From an optimization exercise on the open Yosys and OpenROAD flow, aimed at small area; shortcuts taken in it are not production practice.
In this exercise RTL edits were held to simulation tests only and were not proved equivalent to the original.
Power figures rest on the tool's default switching activity, not on a simulated workload.

Setup of the reference run:
==> flow/design.v <==
`timescale 1ns / 1ps
module Decoder(input Clk,
               input rst,
               input High,
               input Low,
               output reg [31:0] Out,
               output reg valid,
               input speed
    );
reg [1:0] High_reg;
reg [1:0] Low_reg;
reg decode_h, decode_l;
reg [8:0] high_cnt, low_cnt;
reg [2:0] flg_h, flg_l;
reg m1_h, m0_h, m1_l, m0_l;
reg [31:0] out_r;
reg dis_reg;
reg [5:0] cnt_v;
reg flg;
reg [3:0] cnt_v_h, cnt_v_l;
always @(posedge Clk) begin
  High_reg <= {High_reg[0], High};
  Low_reg  <= {Low_reg[0], Low};
end
wire cv32 = (cnt_v == 6'd32);
wire h_e37 = (high_cnt == 9'd37), h_e38 = (high_cnt == 9'd38), h_e317 = (high_cnt == 9'd317);
wire l_e37 = (low_cnt == 9'd37),  l_e38 = (low_cnt == 9'd38),  l_e317 = (low_cnt == 9'd317);
wire h_f0 = (flg_h == 3'd0), h_f2 = (flg_h == 3'd2), h_f6 = (flg_h == 3'd6);
wire l_f0 = (flg_l == 3'd0), l_f2 = (flg_l == 3'd2), l_f6 = (flg_l == 3'd6);
wire h_hitG = speed ? h_e37 : h_e317;
wire l_hitG = speed ? l_e37 : l_e317;
wire h_hitD = speed ? (h_f0 ? h_e37 : h_e38) : h_e317;
wire l_hitD = speed ? (l_f0 ? l_e37 : l_e38) : l_e317;
wire h_act = decode_h | cv32;
wire l_act = decode_l | cv32;
wire h_inc = (decode_h & h_hitD) | (cv32 & h_hitG);
wire l_inc = (decode_l & l_hitD) | (cv32 & l_hitG);
wire h_clr = cv32 ? (h_hitG & ~h_f2) : (decode_h & h_hitD);
wire l_clr = cv32 ? (l_hitG & ~l_f2) : (decode_l & l_hitD);
wire h_shift = h_inc & ~h_f2;
wire l_shift = l_inc & ~l_f2;
wire h_end = h_act & h_f6;
wire l_end = l_act & l_f6;
wire acc_h = decode_h & h_f6 & m1_h;
wire acc_l = decode_l & l_f6 & m1_l;
wire gap_h = cv32 & h_f6 & m0_h;
wire gap_l = cv32 & l_f6 & m0_l;
wire acc = acc_h | acc_l;
wire both4 = (cnt_v_h == 4'd4) & (cnt_v_l == 4'd4);
always @(posedge Clk) begin
  if (h_shift) begin
    m1_h <= (flg_h[2] | flg_h[1]) ? (m1_h & ~High) : (h_f0 ? High : (m1_h & High));
    m0_h <= ~High & (h_f0 | m0_h);
  end
  if (l_shift) begin
    m1_l <= (flg_l[2] | flg_l[1]) ? (m1_l & ~Low) : (l_f0 ? Low : (m1_l & Low));
    m0_l <= ~Low & (l_f0 | m0_l);
  end
  if (acc & ~rst)
    out_r <= {~acc_l, out_r[31:1]};
  if (valid & ~rst)
    Out <= out_r;
end
always @(posedge Clk) begin
  if (rst) begin
    valid <= 1'b0;
    decode_h <= 1'b0;
    decode_l <= 1'b0;
    high_cnt <= 9'd0;
    low_cnt <= 9'd0;
    flg_h <= 3'd0;
    flg_l <= 3'd0;
    dis_reg <= 1'b0;
    cnt_v <= 6'd0;
    flg <= 1'b0;
    cnt_v_h <= 4'd0;
    cnt_v_l <= 4'd0;
  end else begin
    valid <= flg;
    flg <= ~valid & (flg | both4);
    if (h_end) decode_h <= 1'b0;
    else if (~dis_reg & ~High_reg[1] & High_reg[0]) decode_h <= 1'b1;
    if (l_end) decode_l <= 1'b0;
    else if (~dis_reg & ~Low_reg[1] & Low_reg[0]) decode_l <= 1'b1;
    if (decode_l) dis_reg <= ~l_f6;
    else if (decode_h) dis_reg <= ~h_f6;
    if (h_clr) high_cnt <= 9'd0;
    else if (h_act) high_cnt <= high_cnt + 9'd1;
    if (l_clr) low_cnt <= 9'd0;
    else if (l_act) low_cnt <= low_cnt + 9'd1;
    if (h_end) flg_h <= 3'd0;
    else if (h_inc) flg_h <= flg_h + 3'd1;
    if (l_end) flg_l <= 3'd0;
    else if (l_inc) flg_l <= flg_l + 3'd1;
    if (both4) begin
      cnt_v <= 6'd0;
      cnt_v_h <= 4'd0;
      cnt_v_l <= 4'd0;
    end else begin
      if (acc) cnt_v <= cnt_v + 6'd1;
      if (gap_h) cnt_v_h <= cnt_v_h + 4'd1;
      if (gap_l) cnt_v_l <= cnt_v_l + 4'd1;
    end
  end
end
endmodule
Settings: LEC_CHECK=0, CAP_MARGIN=20, CORE_MARGIN=2, CORE_UTILIZATION=65, SLEW_MARGIN=20; clock period 10.0 ns.
standard.sh (not shown) runs the stock make flow with config.mk's settings and CLKGATE_MAP_FILE= SYNTH_SCRIPT=/design/flow/synth_recipe.tcl, a recipe that flattens the netlist after the stock synthesis.
==> flow/flow/run.sh <==
#!/bin/bash
# Layout flow: the standard.sh (standard synthesis, standard ORFS steps) with these changes:
#  - after the standard synthesis, the combinational logic is re-mapped for area with ABC
#    (flip-flop instances, their names and cell types are kept exactly as synthesised);
#  - port buffers use the smallest buffer cell;
#  - CTS inserts no dummy loads and uses clkbuf_4 buffers.
# Each tool's output goes to a log file in the work folder.
set -euo pipefail
W=$(pwd)
CTS="-sink_clustering_enable -repair_clock_nets -dont_use_dummy_load -buf_list sky130_fd_sc_hd__clkbuf_4 -sink_clustering_size 20 -sink_clustering_max_diameter 60"
ARGS=("BUFFER_PORTS_ARGS=-buffer_cell sky130_fd_sc_hd__buf_1" "CTS_ARGS=$CTS")
bash standard.sh "${ARGS[@]}" synth > synth.log 2>&1
R=$W/orfs/results/${FLOW_PLATFORM}/Decoder/base
cp $R/1_2_yosys.v $W/standard_netlist.v
REMAP_LIB=$FLOW_HOME/platforms/sky130hd/lib/sky130_fd_sc_hd__tt_025C_1v80.lib \
REMAP_IN=$W/standard_netlist.v REMAP_OUT=$W/remapped.v REMAP_SCRIPTS="$W/flow/a1.abc $W/flow/a2.abc $W/flow/a3.abc" \
REMAP_TOP=$FLOW_TOP REMAP_DONT_USE="sky130_fd_sc_hd__lpflow_* sky130_fd_sc_hd__probe*" \
REMAP_STAT=$W/remap_stat.txt yosys -c $W/flow/remap.tcl > remap.log 2>&1
cp $W/remapped.v $R/1_2_yosys.v
rm -f $R/1_synth.odb
bash standard.sh "${ARGS[@]}" finish > flow.log 2>&1
==> flow/flow/remap.tcl <==
# Re-map the combinational logic of the standard synthesis netlist for area.
# Registers (flip-flop cell instances) are kept as they are, with their names and cell types.
# Several ABC scripts are tried; the smallest result is written.
yosys -import
set lib $::env(REMAP_LIB)
set in $::env(REMAP_IN)
set out $::env(REMAP_OUT)
read_liberty -ignore_miss_func $lib
read_verilog $in
hierarchy -top $::env(REMAP_TOP)
set ffs {}
foreach m [split [string trim [exec grep -o {sky130_fd_sc_hd__[a-z0-9_]*} $in | sort -u]] "\n"] {
  if {[regexp {__(e?df|sdf|dl|sedf|dfb|dfr|dfs)} $m]} { lappend ffs $m }
}
puts "keeping: $ffs"
foreach m $ffs { setattr -mod -set keep_hierarchy 1 $m }
flatten
opt_clean -purge
design -save base
set du {}
foreach c $::env(REMAP_DONT_USE) { lappend du -dont_use $c }
set best ""
set bestarea 1e30
foreach script $::env(REMAP_SCRIPTS) {
  design -load base
  if {[catch {abc -liberty $lib -script $script {*}$du} err]} { puts "script $script failed: $err"; continue }
  opt_clean -purge
  tee -q -o $out.stat.tmp stat -liberty $lib
  set fh [open $out.stat.tmp r]; set txt [read $fh]; close $fh
  if {[regexp {Chip area for module '\\\S+': ([0-9.]+)} $txt -> area]} {
    puts "script $script: area $area"
    if {$area < $bestarea} { set bestarea $area; set best $script; design -save bestdes }
  }
}
puts "best script: $best area $bestarea"
design -load bestdes
setundef -zero
splitnets
opt_clean -purge
hilomap -singleton -hicell sky130_fd_sc_hd__conb_1 HI -locell sky130_fd_sc_hd__conb_1 LO
insbuf -buf sky130_fd_sc_hd__buf_4 A X
foreach m $ffs { blackbox $m }
tee -o $::env(REMAP_STAT) stat -liberty $lib
write_verilog -noattr -nohex -nodec -selected $out
Other scripts of this flow, unchanged in this note and not shown: flow/flow/a1.abc, flow/flow/a2.abc, flow/flow/a3.abc
The inputs of the trial run differ from those of the reference run as listed below.
--- a/flow/flow/run.sh
+++ b/flow/flow/run.sh
@@ -16 +16 @@
-REMAP_IN=$W/standard_netlist.v REMAP_OUT=$W/remapped.v REMAP_SCRIPTS="$W/flow/a1.abc $W/flow/a2.abc $W/flow/a3.abc" \
+REMAP_IN=$W/standard_netlist.v REMAP_OUT=$W/remapped.v REMAP_SCRIPTS="$W/flow/a1.abc $W/flow/a2.abc $W/flow/a3.abc $W/flow/a4.abc" \
==> flow/flow/a4.abc (new file) <==
strash
&get -n
&deepsyn -T 90
&put
dc2
dch -f
amap
topo
--- a/flow/flow/remap.tcl
+++ b/flow/flow/remap.tcl
@@ -30 +30,2 @@
-  if {[regexp {Chip area for module '\\\S+': ([0-9.]+)} $txt -> area]} {
+  set top $::env(REMAP_TOP)
+  if {[regexp "Chip area for module '\\\\$top': (\[0-9.\]+)" $txt -> area]} {
Results
The final reports for the trial run and the reference run show share of the cycle needed by the critical path after routing higher in the former.
Going from the reference run to the trial run, met2 routed wirelength shrank by a little under 10%.
Total number of nets in the final design (the trial run vs. the reference run) decreases by a few percent
The trial run | status: complete | timing, DRC, antenna: pass
The reference run was routed with more vias than the trial run.
From the reference run to the trial run the numbers moved as follows: number of combinational gates with multiple inputs -7.3%, area of the multi-input gates dropped 50 sq um, combinational power -about 9%.

[re-timing with driven ports]
In the flow no input, the clock included, has a driving cell. The finished layouts below were timed again as built, in two steps.
Step 1 assumes that a clkbuf_16 drives the clock port and a buf_2 every other input.
Step 2 moves the port delays by t, midway between the first and last clock arrival at a register: inputs arrive t later, outputs are due t later. That takes back most of the time a late clock gives input paths.
a / b / c = ideal ports / drivers / drivers and shift; a / b = the first two.
run	shift t [ns]	slack for setup (ns)	hold WS [ns]	pins driven straight from the clock port
the reference run	0.504	6.677 / 6.681 / 6.177	0.341 / 0.341 / 0.341	1
the trial run	0.493	6.648 / 6.655 / 6.162	0.355 / 0.355 / 0.355	1
After both steps setup and hold are still met in every run listed. For the reference run, which loses most, drivers alone change the setup slack by +0.004 ns; drivers and shift together by -0.500 ns.
